From an optimization exercise on the open Yosys and OpenROAD flow, aimed at small area; shortcuts taken in it are not production practice.
In this exercise RTL edits were held to simulation tests only and were not proved equivalent to the original.
Power is estimated from default activity; no workload was simulated.

==> flow/constraint.sdc <==
create_clock -name core_clock -period 10.0 [get_ports {clk}]
set_input_delay 2.0000 -clock core_clock [delete_from_list [all_inputs] [get_ports {clk}]]
set_output_delay 2.0000 -clock core_clock [all_outputs]
set_load 0.01 [all_outputs]
==> flow/config.mk <==
export PLATFORM = sky130hd
export DESIGN_NAME = System
export DESIGN_NICKNAME = System
export VERILOG_FILES = /design/flow/design.v
export SDC_FILE = /design/flow/constraint.sdc
export NUM_CORES = 4
export LEC_CHECK = 0
export ABC_AREA = 1
export CAP_MARGIN = 20
export CORE_MARGIN = 2
export CORE_UTILIZATION = 40
export PLACE_DENSITY = 0.6
export SLEW_MARGIN = 20
==> flow/run.sh <==
#!/bin/bash
# synth_recipe.tcl (not shown) runs the flow's synth.tcl, then flattens the netlist and writes it again
# the make line also repeats each setting of config.mk as NAME=value (left out here)
make -C /OpenROAD-flow-scripts/flow DESIGN_CONFIG=/design/flow/config.mk WORK_HOME=/design/flow/orfs CLKGATE_MAP_FILE= SYNTH_SCRIPT=/design/flow/synth_recipe.tcl finish
==> flow/design.v <==
`timescale 1ns / 1ps
`timescale 1ns / 1ps
`timescale 1ns / 1ps
`timescale 1ns / 1ps
`timescale 1ns / 1ps
`timescale 1ns / 1ps
`timescale 1ns / 1ps
`timescale 1ns / 1ps
`timescale 1ns / 1ps
`timescale 1ns / 1ps
`timescale 1ns / 1ps
`timescale 1ns / 1ps
`timescale 1ns / 1ps
module MinStep(input [2:0] t, input [3:0] o, input u, d, output [6:0] m);
    wire z = ~|{t, o};
    wire D = d & (~u | z);
    wire U = u & ~D;
    wire o9 = o[3] & o[0];
    wire o0 = ~|o;
    wire [3:0] ou = {o[0] & (o[3] | (o[1] & o[2])), o[0] & o[1], o[0] & ~o[3], 1'b1};
    wire [3:0] od = {~o[0] & ~o[1] & ~o[2], ~o[0] & ~o[1] & (o[2] | o[3]), ~o[0] & (o[1] | o[2] | o[3]), 1'b1};
    wire [2:0] tu = {t[0] & (t[1] | t[2]), t[0] & ~t[2], 1'b1};
    wire [2:0] td = {~t[0] & ~t[1], ~t[0] & (t[1] | t[2]), 1'b1};
    assign m[3:0] = ({4{U}} & ou) | ({4{D}} & od);
    assign m[6:4] = ({3{U & o9}} & tu) | ({3{D & o0}} & td);
endmodule
module HourStep(input [1:0] t, input [3:0] o, input u, d, output [5:0] m);
    wire z = ~|{t, o};
    wire D = d & (~u | z);
    wire U = u & ~D;
    wire h23 = t[1] & o[1] & o[0];
    wire o9 = o[3] & o[0];
    wire o0 = ~|o;
    wire [3:0] ou = h23 ? 4'b0011 : {o[0] & (o[3] | (o[1] & o[2])), o[0] & o[1], o[0] & ~o[3], 1'b1};
    wire [3:0] od = z ? 4'b0011 : {~o[0] & ~o[1] & ~o[2], ~o[0] & ~o[1] & (o[2] | o[3]), ~o[0] & (o[1] | o[2] | o[3]), 1'b1};
    wire [1:0] tu = h23 ? 2'b10 : o9 ? {t[0], 1'b1} : 2'b00;
    wire [1:0] td = z ? 2'b10 : o0 ? {t[1], 1'b1} : 2'b00;
    assign m[3:0] = ({4{U}} & ou) | ({4{D}} & od);
    assign m[5:4] = ({2{U}} & tu) | ({2{D}} & td);
endmodule
module Btn(input clk, rst, x, output press);
    reg [1:0] r, T;
    wire special = (r == 2'd2) & (T == 2'd3);
    wire ev = x & (r == 2'd2) & ~T[1];
    always @(posedge clk) begin
        if (rst) begin r <= 0; T <= 0; end
        else if (ev) begin r <= 2'd2; T <= 2'd3; end
        else if (special) begin r <= x ? 2'd3 : 2'd0; T <= 2'd3; end
        else begin r <= x ? ((r == 2'd3) ? 2'd3 : r + 1'b1) : 2'd0; T <= (T == 2'd0) ? 2'd0 : T - 1'b1; end
    end
    assign press = (T == 2'd1);
endmodule
module Tbase(input clk, rst, output reg [7:0] tone, output disp_tick, tick, output reg csec, alarm);
    reg [2:0] d5;      
    reg [2:0] a5;      
    wire m10_9 = tone[0] & d5[2];         
    assign disp_tick = ~tone[0] & d5[2];  
    wire m50 = m10_9 & a5[2];             
    assign tick = m50 & ~csec;            
    always @(posedge clk) begin
        if (rst) begin tone <= 0; d5 <= 0; a5 <= 0; csec <= 0; alarm <= 0; end
        else begin
            tone <= tone + 1'b1;
            d5 <= d5[2] ? 3'd0 : d5 + 1'b1;
            if (m10_9) a5 <= a5[2] ? 3'd0 : a5 + 1'b1;
            if (m50) csec <= ~csec;
            if (tick) alarm <= ~alarm;
        end
    end
endmodule
module Clk(input clk, rst, tick, enable, p, input [12:0] E, output reg [3:0] su, output reg [2:0] sn, output [12:0] R);
    wire T = tick;
    wire rcs = sn[2] & sn[1];
    wire c_s = su[3] & su[0];
    wire c_st = T & c_s & sn[2] & sn[0];
    wire c_m = c_st & mu[3] & mu[0];
    wire c_mt = c_m & mt[2] & mt[0];
    wire h23 = ht[1] & hu[1] & hu[0];
    wire wrap = c_mt & h23;
    wire ld = T & p & ~wrap & ~rcs;
    wire su_inc = T & ((enable & ~rcs) | wrap);
    wire [3:0] tsu = {su[0] & (su[3] | (su[1] & su[2])), su[0] & su[1], su[0] & ~su[3], 1'b1} & {4{su_inc}};
    wire [3:0] tmu = {mu[0] & (mu[3] | (mu[1] & mu[2])), mu[0] & mu[1], mu[0] & ~mu[3], 1'b1} & {4{c_st}};
    wire [2:0] tmt = {mt[0] & (mt[1] | mt[2]), mt[0] & ~mt[2], 1'b1} & {3{c_m}};
    wire [3:0] thu = {hu[0] & (hu[3] | (hu[1] & hu[2])), hu[0] & hu[1] & ~ht[1], hu[0] & ~hu[3], 1'b1} & {4{c_mt}};
    wire hu9 = hu[3] & hu[0];
    wire [1:0] tht = {(hu9 & ht[0]) | h23, hu9} & {2{c_mt}};
    reg [3:0] mu, hu; reg [2:0] mt; reg [1:0] ht;
    assign R = {mt, mu, ht, hu};
    always @(posedge clk) begin
        if (rst) begin su <= 0; sn <= 0; {mt, mu, ht, hu} <= 0; end
        else begin
            su <= su ^ tsu;
            if (T) sn <= rcs ? 3'd0 : wrap ? 3'd6 : c_s ? ((sn[2] & sn[0]) ? 3'd0 : sn + 1'b1) : sn;
            {mt, mu, ht, hu} <= ld ? E : {mt ^ tmt, mu ^ tmu, ht ^ tht, hu ^ thu};
        end
    end
endmodule
module System(input clk, rst, enable, input[4:0] button_in, output[0:6] segment, output[3:0] anodes,
              output decimal_point, output [3:0] LEDs, output mode_led, output alarm_led, output speaker);
    wire [7:0] tone;
    wire disp_tick, tick, csec, alarm;
    Tbase tb0(clk, rst, tone, disp_tick, tick, csec, alarm);
    wire [4:0] press;
    genvar i;
    generate for (i = 0; i < 5; i = i + 1) begin: btn
        Btn b(clk, rst, button_in[i], press[i]);
    end endgenerate
    reg p;               
    reg [12:0] E;        
    wire [3:0] su;
    wire [2:0] sn;
    wire [12:0] R;
    Clk ck(clk, rst, tick, enable, p, E, su, sn, R);
    localparam [2:0] S_INIT = 3'd0, S_TH = 3'd4, S_TM = 3'd5, S_AH = 3'd6, S_AM = 3'd7;
    reg mode, sr, alarm_flag;
    reg [2:0] st;
    reg [12:0] A, L;     
    wire s_init = ~st[2], s_th = (st == S_TH), s_tm = (st == S_TM), s_ah = (st == S_AH), s_am = (st == S_AM);
    wire alm = st[2] & st[1];
    wire [12:0] dRA = R ^ A;
    wire trig = press[0] & mode & (|dRA);
    always @(posedge clk) begin
        if (rst) begin
            mode <= 0; st <= S_INIT; sr <= 0; p <= 0;
        end else begin
            mode <= mode ^ press[0];
            if (press[0]) st <= S_INIT;
            else if (~st[2]) st <= S_TH;
            else if (press[2]) st[1:0] <= st[1:0] + 1'b1;
            else if (press[1]) st[1:0] <= st[1:0] - 1'b1;
            sr <= trig;
            p <= sr | (p & ~tick);
        end
    end
    always @(posedge clk) if (trig) E <= A;
    wire [12:0] v = alm ? L : A;
    wire ok = ~alm | (mode & ~press[0]);
    wire [6:0] mm;
    wire [5:0] hm;
    MinStep ms(v[12:10], v[9:6], press[3] & st[2] & st[0] & ok, press[4] & st[2] & st[0] & ok, mm);
    HourStep hs(v[5:4], v[3:0], press[3] & st[2] & ~st[0] & ok, press[4] & st[2] & ~st[0] & ok, hm);
    wire [12:0] msk = {mm, hm};
    always @(posedge clk) begin
        A <= A ^ (({13{s_init}} & dRA) | (msk & {13{~alm}}));    
        if (rst) L <= 0;
        else L <= L ^ (msk & {13{alm}});
    end
    wire sec0 = (su == 4'd0) & ~sn[0] & (sn[2] == sn[1]);
    always @(posedge clk) begin
        if (rst) alarm_flag <= 0;
        else if (press != 0) alarm_flag <= 0;
        else if (~mode & (R == L) & sec0) alarm_flag <= 1;
    end
    wire buz_en = alarm_flag & alarm;
    reg [2:0] bz;
    reg spk;
    wire bz_end = (bz == 3'd3);
    always @(posedge clk) begin
        if (rst) begin
            bz <= 3'd3; spk <= 0;
        end else begin
            if (~tone[0]) bz <= bz_end ? (tone[7] ? 3'd6 : 3'd2) : {bz[1:0], bz[2] ^ bz[1]};
            if (!buz_en) spk <= 0;
            else if (bz_end & ~tone[0]) spk <= ~spk;
        end
    end
    reg [1:0] g;    
    reg [3:0] n;
    wire p0 = ~g[1] & ~g[0], p1 = ~g[1] & g[0], p2 = g[1] & g[0], p3 = g[1] & ~g[0];
    wire [12:0] dv = mode ? v : R;
    wire [3:0] digit = ({4{p0}} & dv[9:6]) | ({4{p1}} & {1'b0, dv[12:10]}) | ({4{p2}} & dv[3:0]) | ({4{p3}} & {2'b0, dv[5:4]});
    always @(posedge clk) begin
        if (rst) g <= 0;
        else if (disp_tick & enable) g <= {g[0], ~g[1]};
        n <= digit;
    end
    assign segment[0] = (~n[3] & ~n[2] & ~n[1] & n[0]) | (n[2] & ~n[1] & ~n[0]);
    assign segment[1] = n[2] & (n[1] ^ n[0]);
    assign segment[2] = ~n[2] & n[1] & ~n[0];
    assign segment[3] = (~n[3] & ~n[2] & ~n[1] & n[0]) | (n[2] & ~n[1] & ~n[0]) | (n[2] & n[1] & n[0]);
    assign segment[4] = (n[2] & ~n[1]) | n[0];
    assign segment[5] = (~n[3] & ~n[2] & n[0]) | (~n[2] & n[1]) | (n[1] & n[0]);
    assign segment[6] = (~n[3] & ~n[2] & ~n[1]) | (n[2] & n[1] & n[0]);
    assign anodes = {~(enable & p3), ~(enable & p2), ~(enable & p1), ~(enable & p0)};
    assign decimal_point = ~p2 | csec;
    assign LEDs = mode ? {s_th, s_tm, s_ah, s_am} : 4'b0000;
    assign mode_led = mode;
    assign alarm_led = buz_en;
    assign speaker = spk;
endmodule
==> results of run 1 <==
## cell families after synthesis
family          share of synthesized area, %
flops                                   39.3
simple gates                            32.2
compound gates                          12.6
xor+xnor                                5.08
fa+ha+maj                               1.66
buf+inv                                 9.11
## Yosys cell counts (3+ instances only)
| cell | count |
|---|---|
| sky130_fd_sc_hd__nor3_1 | 14 |
| sky130_fd_sc_hd__nand2_4 | 5 |
| sky130_fd_sc_hd__or2_2 | 7 |
| sky130_fd_sc_hd__nand2_1 | 167 |
| sky130_fd_sc_hd__o21ai_0 | 48 |
| sky130_fd_sc_hd__nand4_1 | 13 |
| sky130_fd_sc_hd__nand3_2 | 6 |
| sky130_fd_sc_hd__clkbuf_1 | 12 |
| sky130_fd_sc_hd__xnor2_1 | 11 |
| sky130_fd_sc_hd__inv_2 | 4 |
| sky130_fd_sc_hd__nor2_4 | 3 |
| sky130_fd_sc_hd__o211ai_1 | 6 |
| sky130_fd_sc_hd__nor2_1 | 108 |
| sky130_fd_sc_hd__dfxtp_1 | 99 |
| sky130_fd_sc_hd__buf_2 | 3 |
| sky130_fd_sc_hd__nand3b_1 | 3 |
| sky130_fd_sc_hd__inv_1 | 103 |
| sky130_fd_sc_hd__nor2_2 | 3 |
| sky130_fd_sc_hd__buf_6 | 5 |
| sky130_fd_sc_hd__nand2_2 | 9 |
| sky130_fd_sc_hd__a21oi_1 | 61 |
| sky130_fd_sc_hd__ha_1 | 8 |
| sky130_fd_sc_hd__buf_1 | 5 |
| sky130_fd_sc_hd__o2111ai_1 | 3 |
| sky130_fd_sc_hd__o21ai_1 | 15 |
| sky130_fd_sc_hd__nor4_1 | 5 |
| sky130_fd_sc_hd__nand3_1 | 67 |
| sky130_fd_sc_hd__xor2_1 | 24 |
| sky130_fd_sc_hd__edfxtp_1 | 13 |
## cell type report
type / instances / area, um2
clock buffers: 10 / 250
flip-flops and latches: 112 / 2370
fillers: 1493 / 7910
repair buffers: 29 / 283
inverters: 109 / 414
well taps: 184 / 230
multi-input cells: 602 / 3110
clock inverters: 6 / 75.1
## worst max-delay path by stage
stage | start | end | slack [ps] | cells after the start
2_1_floorplan | enable | anodes[0] | 5910 | 1
3_3_place_gp | enable | anodes[3] | 4880 | 3
3_5_place_dp | enable | anodes[0] | 4860 | 3
4_1_cts | enable | anodes[0] | 4850 | 3
5_1_grt | enable | anodes[2] | 4780 | 3
6_report | enable | anodes[3] | 4870 | 3
## registers in the layout (all words and copies together) (netlist names), 2 cells and up
name	cells
E	13
btn.b.r	10
st	3
ck.mt	3
ck.hu	4
tb0.d5	3
bz	3
tb0.a5	3
L	13
n	4
tb0.tone	8
ck.su	4
ck.ht	2
btn.b.T	10
ck.mu	4
g	2
A	13
ck.sn	3
## metal layers
layer,track usage (%),share of wire (%),up-vias
met4,5.17,1.3,0
met3,3.84,4.5,12
li1,-,-,2789
met1,26.5,51,2390
met2,27.8,43,93
met5,0,0,-
## stage by stage
stage,worst slack (ps),std cells,hold WS (ps)
after global routing,4780,1052,451
after detailed placement,4860,1036,415
after global placement,4880,1036,414
after floorplan,5910,848,397
after CTS,4850,1052,427
final,4870,1052,431
## power groups by stage
stage | Sequential [uW] | Combinational, uW | Clock, uW
2_1_floorplan | 537 | 216 | 0
3_3_place_gp | 553 | 274 | 0
3_5_place_dp | 555 | 274 | 0
4_1_cts | 544 | 276 | 396
5_1_grt | 550 | 318 | 416
6_report | 544 | 280 | 385
## cell usage in the layout (no fill, tap or decap), types with 10 or more instances in the layout
cell type                         count
sky130_fd_sc_hd__edfxtp_1            13
sky130_fd_sc_hd__o21ai_1             15
sky130_fd_sc_hd__a21oi_1             61
sky130_fd_sc_hd__inv_1              103
sky130_fd_sc_hd__nor2_1             108
sky130_fd_sc_hd__xor2_1              24
sky130_fd_sc_hd__nor3_1              14
sky130_fd_sc_hd__nand2_1            167
sky130_fd_sc_hd__dfxtp_1             99
sky130_fd_sc_hd__nand4_1             13
sky130_fd_sc_hd__o21ai_0             48
sky130_fd_sc_hd__clkdlybuf4s50_1     26
sky130_fd_sc_hd__clkbuf_16           10
sky130_fd_sc_hd__nand3_1             67
sky130_fd_sc_hd__xnor2_1             11
==> notes.md, run 1 <==
----------------------------------------------------
[Clocking]
  H-Tree Depth ... 3
  Clock root buffer ... sky130_fd_sc_hd__clkbuf_16
  Number of instances resized during post-cts repair ... 0
  TritonCTS clock tree ... built
  Clock transition time at the flip-flop clock pins of the worst setup and hold paths ... 80 ps
  CTS Hold Bufs ... 0
  TritonCTS Sinks ... 112
  CTS Buf Count ... 9
  Post-CTS Setup Inserts ... 0
  Largest buffer count on any clock path ... 2
  Later-pin clock latency in the skew report ... 360 ps

[Placed design]
  Final HPWL DP ... 10500 um
  Area after detailed placement ... 6410 um2
  Final RePlAce weighted congestion ... 0.891
  Count of buffers from port buffering ... 26

[Routing]
  Initial DRT Pass Iterations ... 6
  Total vias in the final route ... 5284
  Detailed-route wire length ... 14200 um
  Number of nets with antenna violations after routing ... 0
  Detailed-route DRC error count ... 0
  Vias per Instance ... 5.02
  Iter 0 DRT Violations ... 424
  Per-cell routed wire length ... 13.5 um

[Global route]
  Number of antenna violations at the first check in global routing ... 0
  Vias in the first global route ... 4734
  All-layer global routing usage ... 18.4%
  First-pass GRT wire length ... 23500 um
  Global-route congestion overflow total ... 0
  Maximum number of pins on one net before global-route repair ... 50

[Worst hold path]
  Depth of the worst hold-timing path ... 1
  Capture endpoint of the worst hold path ... tb0.d5[0]$_SDFF_PP0_
  Hold_sp ... tb0.d5[0]$_SDFF_PP0_
  Hold Path Class ... reg2reg

[STA]
  Final worst path period share ... 51.3%
  Relative max-transition margin ... 45.7%
  Worst clock skew ... 9.77 ps
  Pin slew with the least headroom to its limit ... 813 ps
  Number of pins with negative max-slew slack in the final report ... 0
  Number of endpoints with negative hold slack in the final report ... 0
  Minimum period implied by the final worst setup slack ... 5130 ps
  Achievable clock frequency ... 195 MHz
  TNS Setup ... 0 ps
  Unrepaired setup endpoints after global routing ... false
  Finish-stage setup viols ... 0

[Power]
  Proportion of power drawn by the clock network ... 31.9%
  Sequential fraction of design power ... 45.0%
  Post-route total power ... 1210 uW
  Internal power of the cells ... 789 uW
  Worst-case vdd ir drop ... 0.000121 V
  Switch Pwr ... 421 uW
  Fraction of power spent switching nets ... 34.8%
  Cell leakage power ... 0.00301 uW
  Proportion of power drawn by combinational gates ... 23.1%
  Power Dens Cells ... 180 nW/um2

[Floorplanning]
  Starting utilization of the core area ... 41.2%
  Number of core rows ... 44
  Boundary pin count ... 27
  Height of the chip ... 127 um
  Die area ... 16100 um2
  Width of the die ... 127 um
  Core Box Area ... 14600 um2

[Logic synthesis]
  Number of warning messages in the yosys log ... 4
  Number of enable-type register cells in the synthesized netlist ... 13
  Most area-consuming cells after synthesis ... sky130_fd_sc_hd__dfxtp_1 (33%), sky130_fd_sc_hd__nand2_1 (10%), sky130_fd_sc_hd__nor2_1 (6.7%)
  Syn_area_per_cell ... 7.11 um2
  Cell variety after synth ... 45
  Number of storage elements in the synthesis netlist ... 112
  Net count after synthesis ... 864
  Cell count after synthesis ... 848
  Post-synth top area share ... 32.9%
  Post-synthesis instance area ... 6030 um2
  Most used flip-flop cell after synthesis ... sky130_fd_sc_hd__dfxtp_1
  Largest area contributor in the netlist ... sky130_fd_sc_hd__dfxtp_1
  Post-synthesis async set-or-reset flop share ... 0%
  Sequential cell area fraction in the yosys report ... 39.3%

[Layout]
  Final antenna diode count ... 0
  Layout cells sized above 1 ... 7.37%
  Post-route standard cell area excluding fillers ... 6740 um2
  Final net count ... 879
  Final design utilization ... 46.0%
  Area grow syn2layout ... 11.7%

[Critical path]
  Crit end category ... primary output
  Number of cells on the worst reg-to-reg path ... 13
  Required time at the worst-slack endpoint ... 8000 ps
  Category of the worst setup path launch point ... input pin
  Critical path's most frequent cell ... sky130_fd_sc_hd__clkdlybuf4s50_1
  Critical Path Fanout Max ... 6
  Crit-path leading delay family ... buffers and inverters
  Reg-to-reg slack, setup ... 7200 ps
  Worst path buffer plus inverter count ... 2
  Max stage delay cell, worst path ... sky130_fd_sc_hd__clkdlybuf4s50_1
  Worst R2R End ... L[5]$_SDFF_PP0_
  Cells along the critical path ... clkdlybuf4s50_1 > nand2_1 > clkdlybuf4s50_1
  Path type of the worst setup path ... in2out
  Worst r2r src ... st[2]$_SDFF_PP0_
  Crit path DAT ... 3130 ps
  Peak per-stage delay on the critical path ... 530 ps

[Run]
  Max-capacitance violation count ... 0

[Run status]
  Outcome ... finished clean

----------------------------------------------------
==> run 2, diff against run 1 <==
--- a/flow/config.mk
+++ b/flow/config.mk
@@ -11,2 +11,3 @@
 export CORE_UTILIZATION = 40
+export CTS_BUF_LIST = sky130_fd_sc_hd__clkbuf_8 sky130_fd_sc_hd__clkbuf_16
 export PLACE_DENSITY = 0.6
==> notes.md, run 2 <==
----------------------------------------------------
[Run status]
  Outcome ... finished clean

[Layout]
  Number of standard cells in the final layout excluding fillers ... 1052 (unchanged)
  Final antenna diode count ... 0 (unchanged)
  Final net count ... 879 (unchanged)
  Most common cell after layout, fill and taps aside ... sky130_fd_sc_hd__nand2_1
  Registers with the highest flip-flop counts ... A (13), E (13), L (13)
  Area grow syn2layout ... 11.7% (unchanged)
  Number of fill cells in the layout ... 1493 (unchanged)
  Layout cells sized above 1 ... 7.37% (unchanged)
  Commonest cells after routing, fill and taps aside ... sky130_fd_sc_hd__nand2_1 (167), sky130_fd_sc_hd__nor2_1 (108), sky130_fd_sc_hd__inv_1 (103)
  Post-route standard cell area excluding fillers ... 6740 um2 (unchanged)

[Floorplanning]
  Starting utilization of the core area ... 41.2% (unchanged)
  Boundary pin count ... 27 (unchanged)
  Core Box Area ... 14600 um2 (unchanged)
  Height of the chip ... 127 um (unchanged)
  Width of the die ... 127 um (unchanged)
  Number of core rows ... 44 (unchanged)
  Die area ... 16100 um2 (unchanged)

[Routing]
  Detailed-route wire length ... 14200 um (unchanged)
  Per-cell routed wire length ... 13.5 um (unchanged)
  Initial DRT Pass Iterations ... 6 (unchanged)
  Total vias in the final route ... 5284 (unchanged)
  Vias per Instance ... 5.02 (unchanged)
  Number of nets with antenna violations after routing ... 0 (unchanged)
  Detailed-route DRC error count ... 0 (unchanged)
  Iter 0 DRT Violations ... 424 (unchanged)

[STA]
  Final worst path period share ... 51.3% (unchanged)
  TNS Setup ... 0 ps (unchanged)
  Relative max-transition margin ... 45.7% (unchanged)
  Achievable clock frequency ... 195 MHz (unchanged)
  Worst clock skew ... 9.77 ps (unchanged)
  Minimum setup slack in the final design ... 4870 ps (unchanged)
  Number of pins with negative max-slew slack in the final report ... 0 (unchanged)
  Pin slew with the least headroom to its limit ... 813 ps (unchanged)
  Unrepaired setup endpoints after global routing ... false
  Minimum period implied by the final worst setup slack ... 5130 ps (unchanged)
  Finish-stage setup viols ... 0 (unchanged)
  Number of endpoints with negative hold slack in the final report ... 0 (unchanged)

[Logic synthesis]
  Most area-consuming cells after synthesis ... sky130_fd_sc_hd__dfxtp_1 (33%), sky130_fd_sc_hd__nand2_1 (10%), sky130_fd_sc_hd__nor2_1 (6.7%)
  Most instantiated library cell after synthesis ... sky130_fd_sc_hd__nand2_1
  Cell variety after synth ... 45 (unchanged)
  Post-synthesis instance area ... 6030 um2 (unchanged)
  Number of enable-type register cells in the synthesized netlist ... 13 (unchanged)
  Most frequent cells after synthesis ... sky130_fd_sc_hd__nand2_1 (167), sky130_fd_sc_hd__nor2_1 (108), sky130_fd_sc_hd__inv_1 (103), sky130_fd_sc_hd__dfxtp_1 (99), sky130_fd_sc_hd__nand3_1 (67)
  Net count after synthesis ... 864 (unchanged)
  Sequential cell area fraction in the yosys report ... 39.3% (unchanged)
  Cell count after synthesis ... 848 (unchanged)
  Post-synthesis async set-or-reset flop share ... 0% (unchanged)
  Number of warning messages in the yosys log ... 4 (unchanged)
  Post-synth top area share ... 32.9% (unchanged)
  Most used flip-flop cell after synthesis ... sky130_fd_sc_hd__dfxtp_1
  Number of storage elements in the synthesis netlist ... 112 (unchanged)
  Largest area contributor in the netlist ... sky130_fd_sc_hd__dfxtp_1
  Syn_area_per_cell ... 7.11 um2 (unchanged)

[Critical path]
  Category of the worst setup path launch point ... input pin
  Crit end category ... primary output
  Crit path DAT ... 3130 ps (about the same)
  Required time at the worst-slack endpoint ... 8000 ps (about the same)
  Critical Path Fanout Max ... 6 (unchanged)
  Path type of the worst setup path ... in2out

[Run]
  Max-capacitance violation count ... 0 (unchanged)

[Clocking]
  Number of instances resized during post-cts repair ... 0 (unchanged)
  TritonCTS Sinks ... 112 (unchanged)
  Post-CTS Setup Inserts ... 0 (unchanged)
  CTS Hold Bufs ... 0 (unchanged)
  TritonCTS clock tree ... built
  Largest buffer count on any clock path ... 2 (unchanged)
  H-Tree Depth ... 3 (unchanged)
  Clock transition time at the flip-flop clock pins of the worst setup and hold paths ... 80 ps (about the same)
  Later-pin clock latency in the skew report ... 360 ps (about the same)
  CTS Buf Count ... 9 (unchanged)
  Clock root buffer ... sky130_fd_sc_hd__clkbuf_16

[Power]
  Worst-case vdd ir drop ... 0.000121 V (unchanged)
  Cell leakage power ... 0.00301 uW (unchanged)
  Fraction of power spent switching nets ... 34.8% (unchanged)
  Sequential fraction of design power ... 45.0% (about the same)
  Power Dens Cells ... 180 nW/um2 (unchanged)
  Proportion of power drawn by combinational gates ... 23.1% (about the same)
  Internal power of the cells ... 789 uW (unchanged)
  Proportion of power drawn by the clock network ... 31.9% (about the same)
  Switch Pwr ... 421 uW (unchanged)

[Placed design]
  Worst-case setup slack after placement ... 4860 ps (unchanged)
  Count of buffers from port buffering ... 26 (unchanged)
  Final HPWL DP ... 10500 um (unchanged)
  Placed insts ... 1036 (unchanged)
  Area after detailed placement ... 6410 um2 (unchanged)
  Final RePlAce weighted congestion ... 0.891 (unchanged)

[Worst hold path]
  Hold Path Class ... reg2reg

[Global route]
  Number of antenna violations at the first check in global routing ... 0 (unchanged)
  First-pass GRT wire length ... 23500 um (unchanged)
  Vias in the first global route ... 4734 (unchanged)
  All-layer global routing usage ... 18.4% (unchanged)
  Maximum number of pins on one net before global-route repair ... 50 (unchanged)
  Global-route congestion overflow total ... 0 (unchanged)

----------------------------------------------------
run 2: cell counts in the layout (fill, tap and decap cells not counted):
Identical to the previous run, type by type.
run 2: per-layer routing:
layer / up-vias / wire [um] / track usage [%]
li1: 2789 / - / -
met1: 2390 / 7300 / 26.5
met2: 93 / 6070 / 27.8
met3: 12 / 645 / 3.84
met4: 0 / 187 / 5.17
met5: - / 0 / 0
run 2: cell families after synthesis:
logic type      share of synthesized area (%)
simple gates                             32.2
compound gates                           12.6
buf+inv                                  9.11
flops                                    39.3
xor+xnor                                 5.08
fa+ha+maj                                1.66
run 2: final cells by class:
class / instances / area (um2) / area share [%]
Clock inverter: 6 / 75.1 / 1.11
Tap cell: 184 / 230 / 3.42
Timing Repair Buffer: 29 / 283 / 4.20
Multi-Input combinational cell: 602 / 3110 / 46.2
Inverter: 109 / 414 / 6.15
Clock buffer: 10 / 250 / 3.72
Sequential cell: 112 / 2370 / 35.2
run 2: worst paths after layout:
| path | slack, ps | depth (start not counted) | endpoint | from |
|---|---|---|---|---|
| hold / removal | 430 | 1 | tb0.d5[0]$_SDFF_PP0_ | tb0.d5[0]$_SDFF_PP0_ |
| setup reg to reg | 7200 | 13 | L[5]$_SDFF_PP0_ | st[2]$_SDFF_PP0_ |
| setup / recovery | 4870 | 3 | anodes[3] | enable |
| hold reg to reg | 430 | 1 | tb0.d5[0]$_SDFF_PP0_ | tb0.d5[0]$_SDFF_PP0_ |
run 2: worst max-delay path: stages:
cell	delay, ps
sky130_fd_sc_hd__clkdlybuf4s50_1	500
sky130_fd_sc_hd__nand2_1	110
sky130_fd_sc_hd__clkdlybuf4s50_1	530
run 2: stage by stage:
stage	power, uW	util (%)	hold WS [ps]
after global routing	1280	46.0	451
after global placement	827	43.8	414
final	1210	46.0	431
after CTS	1220	46.0	427
after floorplan	753	-	397
after detailed placement	829	43.8	415
run 2: power by group through the flow:
stage | Clock (uW) | Combinational (uW) | Sequential, uW
global route | 416 | 318 | 550
global placement | 0 | 274 | 553
detailed placement | 0 | 274 | 555
finish | 385 | 280 | 544
floorplan | 0 | 216 | 537
CTS | 396 | 276 | 544
==> run 3, diff against run 2 <==
==> flow/flow/run.sh (new file) <==
#!/bin/bash
# Own layout flow: the standard flow (standard.sh, standard synthesis unchanged) with two
# changes to how the layout is made: the clock tree is built without dummy loads from
# clkbuf_8 buffers, and ports are buffered with buf_1 cells. Each step's output goes to its own log.
set -euo pipefail
export CTS_ARGS="-sink_clustering_enable -repair_clock_nets -dont_use_dummy_load -buf_list sky130_fd_sc_hd__clkbuf_8"
export BUFFER_PORTS_ARGS="-buffer_cell sky130_fd_sc_hd__buf_1"
for step in synth floorplan place cts route finish; do
  bash standard.sh $step > log_$step.txt 2>&1
done
==> flow/standard.sh (new file) <==
#!/bin/bash
# synth_recipe.tcl (not shown) runs the flow's synth.tcl, then flattens the netlist and writes it again
# the make line also repeats each setting of config.mk as NAME=value (left out here)
make -C /OpenROAD-flow-scripts/flow DESIGN_CONFIG=/design/flow/config.mk WORK_HOME=/design/flow/orfs CLKGATE_MAP_FILE= SYNTH_SCRIPT=/design/flow/synth_recipe.tcl "${@:-finish}"
--- a/flow/config.mk
+++ b/flow/config.mk
@@ -11,3 +11,2 @@
 export CORE_UTILIZATION = 40
-export CTS_BUF_LIST = sky130_fd_sc_hd__clkbuf_8 sky130_fd_sc_hd__clkbuf_16
 export PLACE_DENSITY = 0.6
removed: flow/run.sh
==> notes.md, run 3 <==
----------------------------------------------------
[Run status]
  Outcome ... finished clean

[Logic synthesis]
  Most frequent cells after synthesis ... sky130_fd_sc_hd__nand2_1 (167), sky130_fd_sc_hd__nor2_1 (108), sky130_fd_sc_hd__inv_1 (103), sky130_fd_sc_hd__dfxtp_1 (99), sky130_fd_sc_hd__nand3_1 (67)
  Net count after synthesis ... 864 (unchanged)
  Number of warning messages in the yosys log ... 4 (unchanged)
  Number of storage elements in the synthesis netlist ... 112 (unchanged)
  Number of enable-type register cells in the synthesized netlist ... 13 (unchanged)
  Sequential cell area fraction in the yosys report ... 39.3% (unchanged)
  Post-synth top area share ... 32.9% (unchanged)
  Post-synthesis async set-or-reset flop share ... 0% (unchanged)
  Most used flip-flop cell after synthesis ... sky130_fd_sc_hd__dfxtp_1
  Cell variety after synth ... 45 (unchanged)
  Cell count after synthesis ... 848 (unchanged)
  Largest area contributor in the netlist ... sky130_fd_sc_hd__dfxtp_1
  Most area-consuming cells after synthesis ... sky130_fd_sc_hd__dfxtp_1 (33%), sky130_fd_sc_hd__nand2_1 (10%), sky130_fd_sc_hd__nor2_1 (6.7%)
  Syn_area_per_cell ... 7.11 um2 (unchanged)
  Most instantiated library cell after synthesis ... sky130_fd_sc_hd__nand2_1
  Post-synthesis instance area ... 6030 um2 (unchanged)

[Critical path]
  Critical Path Fanout Max ... 6 (unchanged)
  Path type of the worst setup path ... in2out
  Crit end category ... primary output
  Category of the worst setup path launch point ... input pin
  Required time at the worst-slack endpoint ... 8000 ps (about the same)
  Crit path DAT ... 2410 ps (-720 ps)

[Layout]
  Registers with the highest flip-flop counts ... A (13), E (13), L (13)
  Number of standard cells in the final layout excluding fillers ... 1045 (-0.67%)
  Number of fill cells in the layout ... 1539 (+3.1%)
  Final net count ... 879 (unchanged)
  Area grow syn2layout ... 5.62%
  Commonest cells after routing, fill and taps aside ... sky130_fd_sc_hd__nand2_1 (167), sky130_fd_sc_hd__nor2_1 (108), sky130_fd_sc_hd__inv_1 (103)
  Layout cells sized above 1 ... 6.62% (-0.75 points)
  Final antenna diode count ... 0 (unchanged)
  Most common cell after layout, fill and taps aside ... sky130_fd_sc_hd__nand2_1

[Power]
  Post-route total power ... 1050 uW (-13%)
  Cell leakage power ... 0.00285 uW (-5.4%)
  Power Dens Cells ... 165 nW/um2 (-8.3%)
  Worst-case vdd ir drop ... 0.0000768 V (-36%)

[Clocking]
  CTS Buf Count ... 9 (unchanged)
  CTS Hold Bufs ... 0 (unchanged)
  Number of instances resized during post-cts repair ... 0 (unchanged)
  TritonCTS clock tree ... built
  Clock root buffer ... sky130_fd_sc_hd__clkbuf_8
  H-Tree Depth ... 3 (unchanged)
  Largest buffer count on any clock path ... 2 (unchanged)
  Later-pin clock latency in the skew report ... 400 ps (+40 ps)
  Post-CTS Setup Inserts ... 0 (unchanged)
  Clock transition time at the flip-flop clock pins of the worst setup and hold paths ... 70 ps (about the same)
  TritonCTS Sinks ... 112 (unchanged)

[Placed design]
  Placed insts ... 1036 (unchanged)
  Final HPWL DP ... 10500 um (+0.46%)
  Final RePlAce weighted congestion ... 0.923 (+3.6%)
  Count of buffers from port buffering ... 26 (unchanged)
  Worst-case setup slack after placement ... 5570 ps (+717 ps)

[Routing]
  Initial DRT Pass Iterations ... 5 (-1)
  Per-cell routed wire length ... 13.7 um (+1.7%)
  Vias per Instance ... 5.05 (+0.54%)
  Total vias in the final route ... 5277 (-0.13%)
  Detailed-route wire length ... 14300 um (+1.0%)
  Iter 0 DRT Violations ... 430 (+1.4%)
  Number of nets with antenna violations after routing ... 0 (unchanged)
  Detailed-route DRC error count ... 0 (unchanged)

[STA]
  Number of endpoints with negative hold slack in the final report ... 0 (unchanged)
  TNS Setup ... 0 ps (unchanged)
  Relative max-transition margin ... 46.7% (+0.96 points)
  Final worst path period share ... 44.1% (-7.3 points)
  Worst clock skew ... 45.3 ps (+35.6 ps)
  Minimum setup slack in the final design ... 5590 ps (+725 ps)
  Achievable clock frequency ... 227 MHz (+16%)
  Number of pins with negative max-slew slack in the final report ... 0 (unchanged)
  Unrepaired setup endpoints after global routing ... false
  Pin slew with the least headroom to its limit ... 799 ps (-14.4 ps)
  Finish-stage setup viols ... 0 (unchanged)
  Minimum period implied by the final worst setup slack ... 4410 ps (-725 ps)

[Floorplanning]
  Number of core rows ... 44 (unchanged)
  Starting utilization of the core area ... 41.2% (unchanged)
  Boundary pin count ... 27 (unchanged)
  Die area ... 16100 um2 (unchanged)
  Height of the chip ... 127 um (unchanged)
  Width of the die ... 127 um (unchanged)
  Core Box Area ... 14600 um2 (unchanged)

[Global route]
  Maximum number of pins on one net before global-route repair ... 50 (unchanged)
  Vias in the first global route ... 4671 (-1.3%)
  First-pass GRT wire length ... 23500 um (about the same)
  Number of antenna violations at the first check in global routing ... 0 (unchanged)
  Global-route congestion overflow total ... 0 (unchanged)
  All-layer global routing usage ... 18.4% (about the same)

[Worst hold path]
  Hold Path Class ... reg2reg

[Run]
  Max-capacitance violation count ... 0 (unchanged)

----------------------------------------------------
## run 3: metrics by stage
step                instance area, um2  util, %  hold slack (ps)
global placement                  6250     42.7              414
global route                      6370     43.5              465
finish                            6370     43.5              427
CTS                               6370     43.5              432
floorplan                         6030        -              397
detailed placement                6250     42.7              420
## run 3: kinds of logic (layout without fill, tap and decap cells)
family / after synthesis / count (layout) / synth area share, %
buffers and inverters: 134 / 147 / 9.11
AO/OA/AOI/OAI: 142 / 142 / 12.6
adder cells (fa/ha/maj): 8 / 8 / 1.66
flip-flops: 112 / 112 / 39.3
XOR/XNOR: 35 / 35 / 5.08
AND/OR/NAND/NOR: 417 / 417 / 32.2
## run 3: report_power, final
| part | total (uW) | switching, uW | internal [uW] |
|---|---|---|---|
| logic | 278 | 186 | 92.1 |
| clock network | 226 | 144 | 81.5 |
| registers | 546 | 47.8 | 498 |
## run 3: final cells by class
type	instances	area, um2	share of cell area (%)
Tap cell	184	230	3.61
Timing Repair Buffer	29	120	1.89
Clock buffer	9	124	1.94
Sequential cell	112	2370	37.2
Inverter	109	414	6.50
Multi-Input combinational cell	602	3110	48.8
## run 3: worst paths after layout
kind,from,slack (ps),endpoint,depth (start not counted)
min,btn[1].b.T[0]$_SDFF_PP0_,430,btn[1].b.T[0]$_SDFF_PP0_,1
max reg2reg,st[2]$_SDFF_PP0_,7150,L[9]$_SDFF_PP0_,13
min reg2reg,btn[1].b.T[0]$_SDFF_PP0_,430,btn[1].b.T[0]$_SDFF_PP0_,1
max,enable,5590,anodes[2],3
## run 3: layer usage
metal	share of wire [%]	track usage (%)	up-vias
met5	0	0	-
met4	1.0	4.78	0
met1	51	26.7	2370
met2	42	27.6	120
met3	5.2	4.18	12
li1	-	-	2775
## run 3: worst max-delay path, cell delays in order
cell,delay (ps)
sky130_fd_sc_hd__buf_1,200
sky130_fd_sc_hd__nand2_1,80
sky130_fd_sc_hd__buf_1,130
==> run 4, diff against run 3 <==
==> flow/flow/run.sh (replaced) <==
#!/bin/bash
# Own layout flow: the standard flow (standard.sh, standard synthesis unchanged) with two
# changes to how the layout is made: the clock tree is built without dummy loads from
# clkbuf_16 buffers, and ports are buffered with buf_1 cells. Each step's output goes to its own log.
set -euo pipefail
export CTS_ARGS="-sink_clustering_enable -repair_clock_nets -dont_use_dummy_load -buf_list sky130_fd_sc_hd__clkbuf_16"
export BUFFER_PORTS_ARGS="-buffer_cell sky130_fd_sc_hd__buf_1"
for step in synth floorplan place cts route finish; do
  bash standard.sh $step > log_$step.txt 2>&1
done
==> notes.md, run 4 <==
----------------------------------------------------
[Run status]
  Outcome ... finished clean

[Routing]
  Detailed-route wire length ... 14400 um (+0.60%)
  Detailed-route DRC error count ... 0 (unchanged)
  Initial DRT Pass Iterations ... 5 (unchanged)
  Total vias in the final route ... 5267 (-0.19%)
  Number of nets with antenna violations after routing ... 0 (unchanged)
  Iter 0 DRT Violations ... 388 (-9.8%)
  Vias per Instance ... 5.04 (-0.19%)
  Per-cell routed wire length ... 13.8 um (+0.60%)

[Floorplanning]
  Width of the die ... 127 um (unchanged)
  Height of the chip ... 127 um (unchanged)
  Core Box Area ... 14600 um2 (unchanged)
  Starting utilization of the core area ... 41.2% (unchanged)
  Boundary pin count ... 27 (unchanged)
  Number of core rows ... 44 (unchanged)
  Die area ... 16100 um2 (unchanged)

[Layout]
  Most common cell after layout, fill and taps aside ... sky130_fd_sc_hd__nand2_1
  Final net count ... 879 (unchanged)
  Final antenna diode count ... 0 (unchanged)
  Commonest cells after routing, fill and taps aside ... sky130_fd_sc_hd__nand2_1 (167), sky130_fd_sc_hd__nor2_1 (108), sky130_fd_sc_hd__inv_1 (103)
  Area grow syn2layout ... 7.30%
  Layout cells sized above 1 ... 6.62% (unchanged)
  Registers with the highest flip-flop counts ... A (13), E (13), L (13)
  Post-route standard cell area excluding fillers ... 6470 um2 (+1.6%)

[Global route]
  All-layer global routing usage ... 18.5% (+0.11 points)
  Maximum number of pins on one net before global-route repair ... 50 (unchanged)
  Number of antenna violations at the first check in global routing ... 0 (unchanged)
  First-pass GRT wire length ... 23600 um (+0.53%)
  Vias in the first global route ... 4689 (+0.39%)
  Global-route congestion overflow total ... 0 (unchanged)

[Clocking]
  Number of instances resized during post-cts repair ... 0 (unchanged)
  CTS Buf Count ... 9 (unchanged)
  Clock root buffer ... sky130_fd_sc_hd__clkbuf_16
  Post-CTS Setup Inserts ... 0 (unchanged)
  TritonCTS clock tree ... built
  Clock transition time at the flip-flop clock pins of the worst setup and hold paths ... 50 ps (-20 ps)
  TritonCTS Sinks ... 112 (unchanged)
  Largest buffer count on any clock path ... 2 (unchanged)
  Later-pin clock latency in the skew report ... 370 ps (-30 ps)
  H-Tree Depth ... 3 (unchanged)
  CTS Hold Bufs ... 0 (unchanged)

[Logic synthesis]
  Sequential cell area fraction in the yosys report ... 39.3% (unchanged)
  Post-synthesis instance area ... 6030 um2 (unchanged)
  Most area-consuming cells after synthesis ... sky130_fd_sc_hd__dfxtp_1 (33%), sky130_fd_sc_hd__nand2_1 (10%), sky130_fd_sc_hd__nor2_1 (6.7%)
  Post-synth top area share ... 32.9% (unchanged)
  Number of enable-type register cells in the synthesized netlist ... 13 (unchanged)
  Syn_area_per_cell ... 7.11 um2 (unchanged)
  Cell count after synthesis ... 848 (unchanged)
  Number of warning messages in the yosys log ... 4 (unchanged)
  Net count after synthesis ... 864 (unchanged)
  Post-synthesis async set-or-reset flop share ... 0% (unchanged)
  Cell variety after synth ... 45 (unchanged)
  Number of storage elements in the synthesis netlist ... 112 (unchanged)
  Most instantiated library cell after synthesis ... sky130_fd_sc_hd__nand2_1
  Largest area contributor in the netlist ... sky130_fd_sc_hd__dfxtp_1
  Most frequent cells after synthesis ... sky130_fd_sc_hd__nand2_1 (167), sky130_fd_sc_hd__nor2_1 (108), sky130_fd_sc_hd__inv_1 (103), sky130_fd_sc_hd__dfxtp_1 (99), sky130_fd_sc_hd__nand3_1 (67)
  Most used flip-flop cell after synthesis ... sky130_fd_sc_hd__dfxtp_1

[STA]
  Worst clock skew ... 28.9 ps (-16.4 ps)
  Relative max-transition margin ... 46.7% (about the same)
  Final worst path period share ... 44.1% (about the same)
  Minimum period implied by the final worst setup slack ... 4410 ps (-0.130 ps)
  Finish-stage setup viols ... 0 (unchanged)
  TNS Setup ... 0 ps (unchanged)
  Number of pins with negative max-slew slack in the final report ... 0 (unchanged)
  Number of endpoints with negative hold slack in the final report ... 0 (unchanged)
  Unrepaired setup endpoints after global routing ... false
  Pin slew with the least headroom to its limit ... 798 ps (-0.694 ps)
  Achievable clock frequency ... 227 MHz (about the same)

[Placed design]
  Final RePlAce weighted congestion ... 0.923 (unchanged)
  Count of buffers from port buffering ... 26 (unchanged)
  Area after detailed placement ... 6250 um2 (unchanged)
  Final HPWL DP ... 10500 um (unchanged)

[Run]
  Max-capacitance violation count ... 0 (unchanged)

[Power]
  Worst-case vdd ir drop ... 0.0000834 V (+8.6%)
  Cell leakage power ... 0.00290 uW (+1.6%)
  Power Dens Cells ... 175 nW/um2 (+6.5%)

[Critical path]
  Path type of the worst setup path ... in2out
  Crit path DAT ... 2410 ps (about the same)
  Crit end category ... primary output
  Category of the worst setup path launch point ... input pin
  Required time at the worst-slack endpoint ... 8000 ps (about the same)
  Critical Path Fanout Max ... 6 (unchanged)

[Worst hold path]
  Hold Path Class ... reg2reg

----------------------------------------------------
-- run 4: cell types whose count changed in the layout (fill, tap and decap cells not counted) --
cell | previous run | this run
sky130_fd_sc_hd__clkbuf_16 | 0 | 9
sky130_fd_sc_hd__clkbuf_8 | 9 | 0
-- run 4: power breakdown --
part | internal [uW] | switching [uW] | total, uW
registers | 498 | 47.9 | 546
logic | 92.1 | 186 | 278
clock network | 159 | 152 | 312
-- run 4: area by class of cell --
cell class / count / area [um2]
fillers: 1522 / 8170
well taps: 184 / 230
repair buffers: 29 / 120
multi-input cells: 602 / 3110
inverters: 109 / 414
flip-flops and latches: 112 / 2370
clock buffers: 9 / 225
-- run 4: final timing paths --
kind                            startpoint                        to  cells past startpoint  slack [ps]
setup / recovery                    enable                 anodes[2]                      3        5590
hold / removal    btn[1].b.T[0]$_SDFF_PP0_  btn[1].b.T[0]$_SDFF_PP0_                      1         420
setup reg to reg          st[2]$_SDFF_PP0_           L[9]$_SDFF_PP0_                     13        7160
hold reg to reg   btn[1].b.T[0]$_SDFF_PP0_  btn[1].b.T[0]$_SDFF_PP0_                      1         420
-- run 4: cells by family after synthesis --
kind of cell / after synthesis / share of synthesized area (%)
compound gates: 142 / 12.6
xor+xnor: 35 / 5.08
fa+ha+maj: 8 / 1.66
buf+inv: 134 / 9.11
flops: 112 / 39.3
simple gates: 417 / 32.2
-- run 4: stage by stage --
stage / setup WS [ps] / total power, uW / util, % / instances / hold WS, ps
after detailed placement: 5570 / 826 / 42.7 / 1036 / 420
after global placement: 5610 / 828 / 42.7 / 1036 / 414
after floorplan: 5910 / 753 / - / 848 / 397
after global routing: 5520 / 1210 / 44.2 / 1045 / 460
after CTS: 5570 / 1140 / 44.2 / 1045 / 430
final: 5590 / 1140 / 44.2 / 1045 / 425
-- run 4: critical path: stages --
cell	delay (ps)
sky130_fd_sc_hd__buf_1	200
sky130_fd_sc_hd__nand2_1	80
sky130_fd_sc_hd__buf_1	130
-- run 4: routing by layer --
| metal | GRT usage (%) | share of wire, % | up-vias |
|---|---|---|---|
| met1 | 26.9 | 51 | 2366 |
| li1 | - | - | 2770 |
| met4 | 4.59 | 1.2 | 0 |
| met5 | 0 | 0 | - |
| met2 | 28.1 | 42 | 113 |
| met3 | 3.96 | 5.4 | 18 |

==> re-timing with driven ports <==
How much do the figures lean on ideal ports? The routed layouts below were timed once more, with nothing changed but the port constraints. Step 1 sets driving cells, clkbuf_16 on the clock port and buf_2 on the other inputs (assumed; they add their load-dependent delay and slew). Step 2, shift: input delay + t, output delay - t, t = (earliest + latest rising clock arrival at the registers) / 2. This alone moves slack from input paths to output paths. a / b / c = ideal ports / drivers / drivers and shift; a / b = the first two.
| run | t (ns) | setup slack, ns | clock arrival spread, ns |
|---|---|---|---|
| run 1 | 0.399 | 4.867 / 4.844 / 4.844 | 0.012 / 0.012 |
| run 2 | 0.399 | 4.867 / 4.844 / 4.844 | 0.012 / 0.012 |
| run 3 | 0.416 | 5.592 / 5.570 / 5.570 | 0.046 / 0.045 |
| run 4 | 0.392 | 5.592 / 5.570 / 5.570 | 0.029 / 0.029 |
After both steps every run listed still meets setup and hold.
